What follows belongs to an exercise in optimizing a design on an open flow for small area and a short achievable clock period; a production flow would make more cautious choices. In this exercise RTL edits were held to simulation tests only and were not proved equivalent to the original.

// Top
module Top(
	input clk,
	input reset,
	input signed [31:0] n,
	output reg signed [31:0] c
);
export LEC_CHECK = 0
export ABC_AREA = 1
export CAP_MARGIN = 20
export CORE_MARGIN = 2
export CORE_UTILIZATION = 40
export CTS_BUF_LIST = sky130_fd_sc_hd__clkbuf_8
export PLACE_DENSITY = 0.9
export SLEW_MARGIN = 20
create_clock -name core_clock -period 76.0 [get_ports {clk}]
standard.sh (not shown) runs the stock make flow with config.mk's settings and CLKGATE_MAP_FILE= SYNTH_SCRIPT=/design/flow/synth_recipe.tcl, a recipe that flattens the netlist after the stock synthesis.
==> flow/flow/run.sh <==
#!/bin/bash
# Standard ORFS layout, except that synthesis maps the logic with an
# area-oriented ABC script and without Yosys's full-adder extraction, and
# the port buffers are the smallest buffer cell.
set -euo pipefail
W=$(pwd)
rm -rf "$W/scripts_area"
cp -r "$FLOW_HOME/scripts" "$W/scripts_area"
cp "$W/flow/abc_area.script" "$W/scripts_area/abc_area.script"
SCRIPTS_DIR="$W/scripts_area" ADDER_MAP_FILE= bash standard.sh synth > "$W/synth.log" 2>&1
export BUFFER_PORTS_ARGS="-buffer_cell sky130_fd_sc_hd__buf_1"
bash standard.sh > "$W/layout.log" 2>&1
==> flow/flow/abc_area.script <==
strash
dc2
dch -f
amap -x
topo
stime -c
==> next run, changes <==
--- a/flow/flow/run.sh
+++ b/flow/flow/run.sh
@@ -11,2 +11,2 @@
 export BUFFER_PORTS_ARGS="-buffer_cell sky130_fd_sc_hd__buf_1"
-bash standard.sh > "$W/layout.log" 2>&1
+SETUP_SLACK_MARGIN=29 bash standard.sh > "$W/layout.log" 2>&1
PLACE_DENSITY = unset   (was 0.9)
The new run passed the timing, DRC and antenna checks.
Utilization climbs by 3.6 points.
Final cell count barely changes.
Non-clock buffer count climbs by 5.
Routed wire length climbs by 0.31%.
Die area stays the same.
Sequential share of layout area drops by 1.1 points.
Cell area climbs by 7.8%.
==> next run, changes <==
--- a/flow/flow/run.sh
+++ b/flow/flow/run.sh
@@ -11,2 +11,2 @@
 export BUFFER_PORTS_ARGS="-buffer_cell sky130_fd_sc_hd__buf_1"
-SETUP_SLACK_MARGIN=29 bash standard.sh > "$W/layout.log" 2>&1
+SETUP_SLACK_MARGIN=30 bash standard.sh > "$W/layout.log" 2>&1
Effect: The new run finished with timing, DRC and antenna clean; die area does not change; final area rose by a few percent; final cell count barely changes; global-route usage stays flat.
==> next run, changes <==
--- a/flow/flow/run.sh
+++ b/flow/flow/run.sh
@@ -11,2 +11,2 @@
 export BUFFER_PORTS_ARGS="-buffer_cell sky130_fd_sc_hd__buf_1"
-SETUP_SLACK_MARGIN=30 bash standard.sh > "$W/layout.log" 2>&1
+bash standard.sh > "$W/layout.log" 2>&1
Effect: Worst setup slack got worse by 4.0 ns. Count of clock-buffer cells in the layout stays the same. Non-clock buffer count goes down by 7. First-iteration DRC count goes up by well over a third. Maximum frequency goes down by a little under a tenth. Routed wire length goes down by roughly a tenth. Utilization goes down by 5.0 points. Final area goes down by roughly a tenth. Register-to-register slack got worse by 0.37 ns. Global-route usage is about the same.
==> next run, changes <==
CORE_UTILIZATION = 60   (was 40)
PLACE_DENSITY = 0.85   (was unset)
After rerunning:
- The changed run produced a clean layout
- final cell count came out lower by 3.8%
- setup slack loses 1.1 ns
- cell area goes down by 0.86%
- die area goes down by 32%
- routed wire length rises by 7.7%
- via count came out higher by 8.9%
- synthesized area is unchanged
- sequential share of layout area is higher by 0.14 points
- register-to-register slack degrades by 0.21 ns

Setup of delta:
Top, a different RTL version from the one above (not shown whole).
Size in the first run: about 730 cells after synthesis, roughly 39 flip-flops, roughly 66 I/O pins, ~4000 sq um of cells after synthesis.
Design Top, start of the top module:
module Top(
	input clk,
	input reset,
	input signed [31:0] n,
	output reg signed [31:0] c
);
==> flow/config.mk <==
export PLATFORM = sky130hd
export DESIGN_NAME = Top
export DESIGN_NICKNAME = Top
export VERILOG_FILES = /design/flow/design.v
export SDC_FILE = /design/flow/constraint.sdc
export NUM_CORES = 4
export LEC_CHECK = 0
export ABC_AREA = 1
export CAP_MARGIN = 20
export CORE_MARGIN = 2
export CORE_UTILIZATION = 40
export CTS_BUF_LIST = sky130_fd_sc_hd__clkbuf_8
export SLEW_MARGIN = 20
==> flow/constraint.sdc <==
create_clock -name core_clock -period 76.0 [get_ports {clk}]
set_input_delay 15.2000 -clock core_clock [delete_from_list [all_inputs] [get_ports {clk}]]
set_output_delay 15.2000 -clock core_clock [all_outputs]
set_load 0.01 [all_outputs]
==> flow/flow/run.sh <==
#!/bin/bash
# Standard ORFS layout, except that synthesis maps the logic with an
# area-oriented ABC script and without Yosys's full-adder extraction, and
# the port buffers are the smallest buffer cell.
set -euo pipefail
W=$(pwd)
rm -rf "$W/scripts_area"
cp -r "$FLOW_HOME/scripts" "$W/scripts_area"
cp "$W/flow/abc_area.script" "$W/scripts_area/abc_area.script"
SCRIPTS_DIR="$W/scripts_area" ADDER_MAP_FILE= bash standard.sh synth > "$W/synth.log" 2>&1
export BUFFER_PORTS_ARGS="-buffer_cell sky130_fd_sc_hd__buf_1"
SETUP_SLACK_MARGIN=27 SETUP_MOVE_SEQUENCE=sizeup bash standard.sh > "$W/layout.log" 2>&1
Scripts as last shown in full above: flow/flow/abc_area.script
delta | stages: all done | timing, DRC, antenna: all pass
### delta -> beta
Settings: putting CTS_CLUSTER_DIAMETER at 20 where nothing was set; swapping sky130_fd_sc_hd__clkbuf_8 for sky130_fd_sc_hd__clkbuf_4 in CTS_BUF_LIST; putting CTS_CLUSTER_SIZE at 4 where nothing was set.
--- a/flow/flow/run.sh
+++ b/flow/flow/run.sh
@@ -10,3 +10,3 @@
 SCRIPTS_DIR="$W/scripts_area" ADDER_MAP_FILE= bash standard.sh synth > "$W/synth.log" 2>&1
 export BUFFER_PORTS_ARGS="-buffer_cell sky130_fd_sc_hd__buf_1"
-SETUP_SLACK_MARGIN=27 SETUP_MOVE_SEQUENCE=sizeup bash standard.sh > "$W/layout.log" 2>&1
+bash standard.sh > "$W/layout.log" 2>&1
## What came out
- beta against delta: global-route track usage on met2 closely matched the old numbers, cell area now smaller.
- Routability-driven placement congestion ratio: delta vs beta identical
- Cell depth of the worst min-delay path of delta is on par with beta.
- The higher critical path depth of beta and delta is in delta.
- Total of fill cells in the finished design, beta vs delta: up by a few percent
- The higher relative area change from synthesis to final layout came out of delta.
- Between beta and delta, the difference in compound-gate portion of the synthesized area is negligible.
- beta against delta: worst-case register-to-register setup slack dropped 0.41 ns; clock buffer instance count of the final layout went down.

## re-timing with driven ports
Ports are ideal in the flow. The routed layouts listed here were re-timed in OpenROAD. Step 1 assumes that a clkbuf_16 drives the clock port and a buf_2 every other input. Step 2 also shifts input and output timing later by t, the mid clock arrival at the registers, as if the neighbouring blocks saw the same clock. a / b / c = no drivers / after step 1 / after step 2; a / b = the first two.
run	shift t [ns]	slack for setup (ns)	worst setup path after step 2
the first run of note 1	0.310	28.660 / 28.665 / 28.355	input to register
the second run of note 1	0.303	32.630 / 32.635 / 32.331	input to register
the third run of note 1	0.306	33.305 / 33.312 / 33.006	input to register
the fourth run of note 1	0.307	29.270 / 29.276 / 28.969	input to register
the fifth run of note 1	0.306	28.188 / 28.187 / 27.881	input to register
delta	0.309	30.200 / 30.209 / 29.900	input to register
beta	0.371	26.250 / 26.255 / 25.884	input to register
After both steps every run listed still meets setup and hold. The setup slack of beta, which loses most, moves by +0.005 ns with the drivers and by -0.366 ns with both steps.
